This is an optimization exercise on Yosys and OpenROAD, whose aim is small area, not a production implementation. Where RTL was checked, it was by simulation tests only, not by an equivalence proof against the original.

==> 04-22 <==
==> flow/design.v (excerpt) <==
module swerv_mul
  (
   input  logic        clk,
   input  logic        rst_l,        
   input  logic        valid,        
   input  logic        rs1_sign,     
   input  logic        rs2_sign,     
   input  logic        low,          
   input  logic [31:0] a,
   input  logic [31:0] b,
   input  logic        freeze,       
   output logic [31:0] out
   );
Settings: LEC_CHECK=0, CAP_MARGIN=20, CORE_MARGIN=2, CORE_UTILIZATION=60, SLEW_MARGIN=20, SYNTH_HIERARCHICAL=1, SYNTH_MINIMUM_KEEP_SIZE=0; clock period 8.0 ns.
standard.sh (not shown) runs the stock make flow with config.mk's settings and CLKGATE_MAP_FILE= SYNTH_SCRIPT=/design/flow/synth_recipe.tcl, a recipe that flattens the netlist after the stock synthesis.
==> flow/flow/run.sh <==
#!/bin/bash
# Standard ORFS layout, except that the port buffers are the smallest buffer
# cell instead of the default delay buffer.
set -euo pipefail
bash standard.sh "BUFFER_PORTS_ARGS=-buffer_cell sky130_fd_sc_hd__buf_1" finish > standard_flow.log 2>&1
==> inputs of 06-06, as changes to 04-22 <==
--- a/flow/design.v
+++ b/flow/design.v
@@ -4312,13 +4312,13 @@
    wire [63:0] fx = {s1057, s1055, s1051, c1042, s1041, s1035, c1020, c1010, c1000, s999, s987, c962, c948, c932, c916, c898, c880, s879, s859, c818, c796, c772, c748, c722, c696, c668, c640, c610, c578, c546, c514, c482, c452, c422, c394, c366, c340, c314, c290, c266, c244, c222, c202, c182, c164, c146, c130, c114, c100, c86, c74, c62, c52, c42, c34, c26, c20, c14, c10, s9, s5, s3, pp0_1, neg0};
    wire [63:0] fy = {c1056, c1052, c1048, s1047, c1036, c1028, s1027, s1019, s1009, c988, c976, s975, s961, s947, s931, s915, s897, c860, c840, s839, s817, s795, s771, s747, s721, s695, s667, s639, s609, s577, s545, s513, s481, s451, s421, s393, s365, s339, s313, s289, s265, s243, s221, s201, s181, s163, s145, s129, s113, s99, s85, s73, s61, s51, s41, s33, s25, s19, s13, c6, 1'b0, 1'b0, 1'b0, pp0_0};
    wire [64:0] rc;
    assign rc[0] = 1'b0;
    mul_fa rfa0 (.x(fx[0]), .y(fy[0]), .z(rc[0]), .s(P[0]), .c(rc[1]));
-   mul_fa rfa1 (.x(fx[1]), .y(fy[1]), .z(rc[1]), .s(P[1]), .c(rc[2]));
-   mul_fa rfa2 (.x(fx[2]), .y(fy[2]), .z(rc[2]), .s(P[2]), .c(rc[3]));
-   mul_fa rfa3 (.x(fx[3]), .y(fy[3]), .z(rc[3]), .s(P[3]), .c(rc[4]));
+   mul_ha rha1 (.x(fx[1]), .y(rc[1]), .s(P[1]), .c(rc[2]));
+   mul_ha rha2 (.x(fx[2]), .y(rc[2]), .s(P[2]), .c(rc[3]));
+   mul_ha rha3 (.x(fx[3]), .y(rc[3]), .s(P[3]), .c(rc[4]));
    mul_fa rfa4 (.x(fx[4]), .y(fy[4]), .z(rc[4]), .s(P[4]), .c(rc[5]));
    mul_fa rfa5 (.x(fx[5]), .y(fy[5]), .z(rc[5]), .s(P[5]), .c(rc[6]));
    wire [63:0] pg = fx & fy;
    wire [63:0] pp = fx ^ fy;
    assign G1058 = pg[7] | (pp[7] & pg[6]);
--- a/flow/config.mk
+++ b/flow/config.mk
@@ -5,9 +5,12 @@
 export SDC_FILE = /design/flow/constraint.sdc
 export NUM_CORES = 4
 export LEC_CHECK = 0
 export CAP_MARGIN = 20
 export CORE_MARGIN = 2
-export CORE_UTILIZATION = 60
+export CORE_UTILIZATION = 70
+export CTS_BUF_LIST = sky130_fd_sc_hd__clkbuf_8
+export CTS_CLUSTER_DIAMETER = 100
+export CTS_CLUSTER_SIZE = 30
 export SLEW_MARGIN = 20
 export SYNTH_HIERARCHICAL = 1
 export SYNTH_MINIMUM_KEEP_SIZE = 0
==> inputs of 12-05, as changes to 04-22 <==
--- a/flow/design.v
+++ b/flow/design.v
@@ -4312,13 +4312,13 @@
    wire [63:0] fx = {s1057, s1055, s1051, c1042, s1041, s1035, c1020, c1010, c1000, s999, s987, c962, c948, c932, c916, c898, c880, s879, s859, c818, c796, c772, c748, c722, c696, c668, c640, c610, c578, c546, c514, c482, c452, c422, c394, c366, c340, c314, c290, c266, c244, c222, c202, c182, c164, c146, c130, c114, c100, c86, c74, c62, c52, c42, c34, c26, c20, c14, c10, s9, s5, s3, pp0_1, neg0};
    wire [63:0] fy = {c1056, c1052, c1048, s1047, c1036, c1028, s1027, s1019, s1009, c988, c976, s975, s961, s947, s931, s915, s897, c860, c840, s839, s817, s795, s771, s747, s721, s695, s667, s639, s609, s577, s545, s513, s481, s451, s421, s393, s365, s339, s313, s289, s265, s243, s221, s201, s181, s163, s145, s129, s113, s99, s85, s73, s61, s51, s41, s33, s25, s19, s13, c6, 1'b0, 1'b0, 1'b0, pp0_0};
    wire [64:0] rc;
    assign rc[0] = 1'b0;
    mul_fa rfa0 (.x(fx[0]), .y(fy[0]), .z(rc[0]), .s(P[0]), .c(rc[1]));
-   mul_fa rfa1 (.x(fx[1]), .y(fy[1]), .z(rc[1]), .s(P[1]), .c(rc[2]));
-   mul_fa rfa2 (.x(fx[2]), .y(fy[2]), .z(rc[2]), .s(P[2]), .c(rc[3]));
-   mul_fa rfa3 (.x(fx[3]), .y(fy[3]), .z(rc[3]), .s(P[3]), .c(rc[4]));
+   mul_ha rha1 (.x(fx[1]), .y(rc[1]), .s(P[1]), .c(rc[2]));
+   mul_ha rha2 (.x(fx[2]), .y(rc[2]), .s(P[2]), .c(rc[3]));
+   mul_ha rha3 (.x(fx[3]), .y(rc[3]), .s(P[3]), .c(rc[4]));
    mul_fa rfa4 (.x(fx[4]), .y(fy[4]), .z(rc[4]), .s(P[4]), .c(rc[5]));
    mul_fa rfa5 (.x(fx[5]), .y(fy[5]), .z(rc[5]), .s(P[5]), .c(rc[6]));
    wire [63:0] pg = fx & fy;
    wire [63:0] pp = fx ^ fy;
    assign G1058 = pg[7] | (pp[7] & pg[6]);
--- a/flow/config.mk
+++ b/flow/config.mk
@@ -6,8 +6,9 @@
 export NUM_CORES = 4
 export LEC_CHECK = 0
 export CAP_MARGIN = 20
 export CORE_MARGIN = 2
 export CORE_UTILIZATION = 60
+export CTS_BUF_LIST = sky130_fd_sc_hd__clkbuf_8
 export SLEW_MARGIN = 20
 export SYNTH_HIERARCHICAL = 1
 export SYNTH_MINIMUM_KEEP_SIZE = 0
==> comparison <==
Count of clock-buffer cells in the layout is the same in 04-22 and 12-05. Final area: 06-06 is smaller than 04-22 (1.7%). Final cell count: 12-05 > 04-22 > 06-06. The highest worst hold slack belongs to 06-06, the lowest to 12-05. In flip-flop and latch count, 12-05 and 06-06 do not differ. Of 04-22 and 12-05, 04-22 has the higher worst setup slack (gap 0.11 ns).
==> figures <==
| item | 04-22 | 12-05 | 06-06 |
|---|---|---|---|
| Result of the run | no timing/DRC/antenna violations | no timing/DRC/antenna violations | no timing/DRC/antenna violations |
| Count of filler cells inserted in the layout | 3303 | 3369 | 2317 |
| Final Routed Wirelength | 92.9 mm | 93.2 mm | 94.9 mm |
| Placement-stage cell area | 29000 sq um | 29000 sq um | 28800 sq um |
| Met3 layer wire length in the routed design | 13.3 mm | 13.7 mm | 16.5 mm |
| Crit Reg-Reg Startpoint | mul_e1.op_e1_ff.dout[5]$_DFFE_PP_ | mul_e1.op_e1_ff.dout[5]$_DFFE_PP_ | mul_e1.op_e1_ff.dout[7]$_DFFE_PP_ |
| XOR/XNOR share of the synthesized area | 20.3% | 20.3% | 20.3% |
| Post-synthesis share of cell area spent on and, or, nand and nor gates | 3.32% | 3.32% | 3.32% |
| Share of the synthesized area in the top cell type | 37.2% | 37.0% | 37.0% |
| Worst reg2reg path endpoint | mul_e1.res_e2_ff.dout[16]$_DFFE_PP_ | mul_e1.res_e2_ff.dout[17]$_DFFE_PP_ | mul_e1.res_e2_ff.dout[30]$_DFFE_PP_ |
| Multi-input gates | 2092 | 2089 | 2089 |
| Initial DRT Pass Iterations | 6 | 6 | 9 |
| Area share of fa/ha/maj cells after synthesis | 42.8% | 42.8% | 42.8% |
Function not checked in 04-22: the RTL went through the layout flow alone.

## afterwards: timing with drivers on the ports
How much do the figures lean on ideal ports? The routed layouts below were timed once more, with nothing changed but the port constraints.
Step 1 sets driving cells, clkbuf_16 on the clock port and buf_2 on the other inputs (assumed; they add their load-dependent delay and slew).
Step 2 also shifts input and output timing later by t, the mid clock arrival at the registers, as if the neighbouring blocks saw the same clock.
Three values: ideal ports, drivers, drivers and shift; two values: the first two.
run	shift t [ns]	setup slack, ns	worst hold slack (ns)	worst setup path after step 2
04-22	0.544	0.323 / 0.323 / 0.323	0.420 / 0.420 / 0.420	register to register
06-06	0.556	0.165 / 0.165 / 0.165	0.424 / 0.424 / 0.424	register to register
12-05	0.592	0.211 / 0.211 / 0.211	0.418 / 0.418 / 0.418	register to register
After both steps every run listed still meets setup and hold.
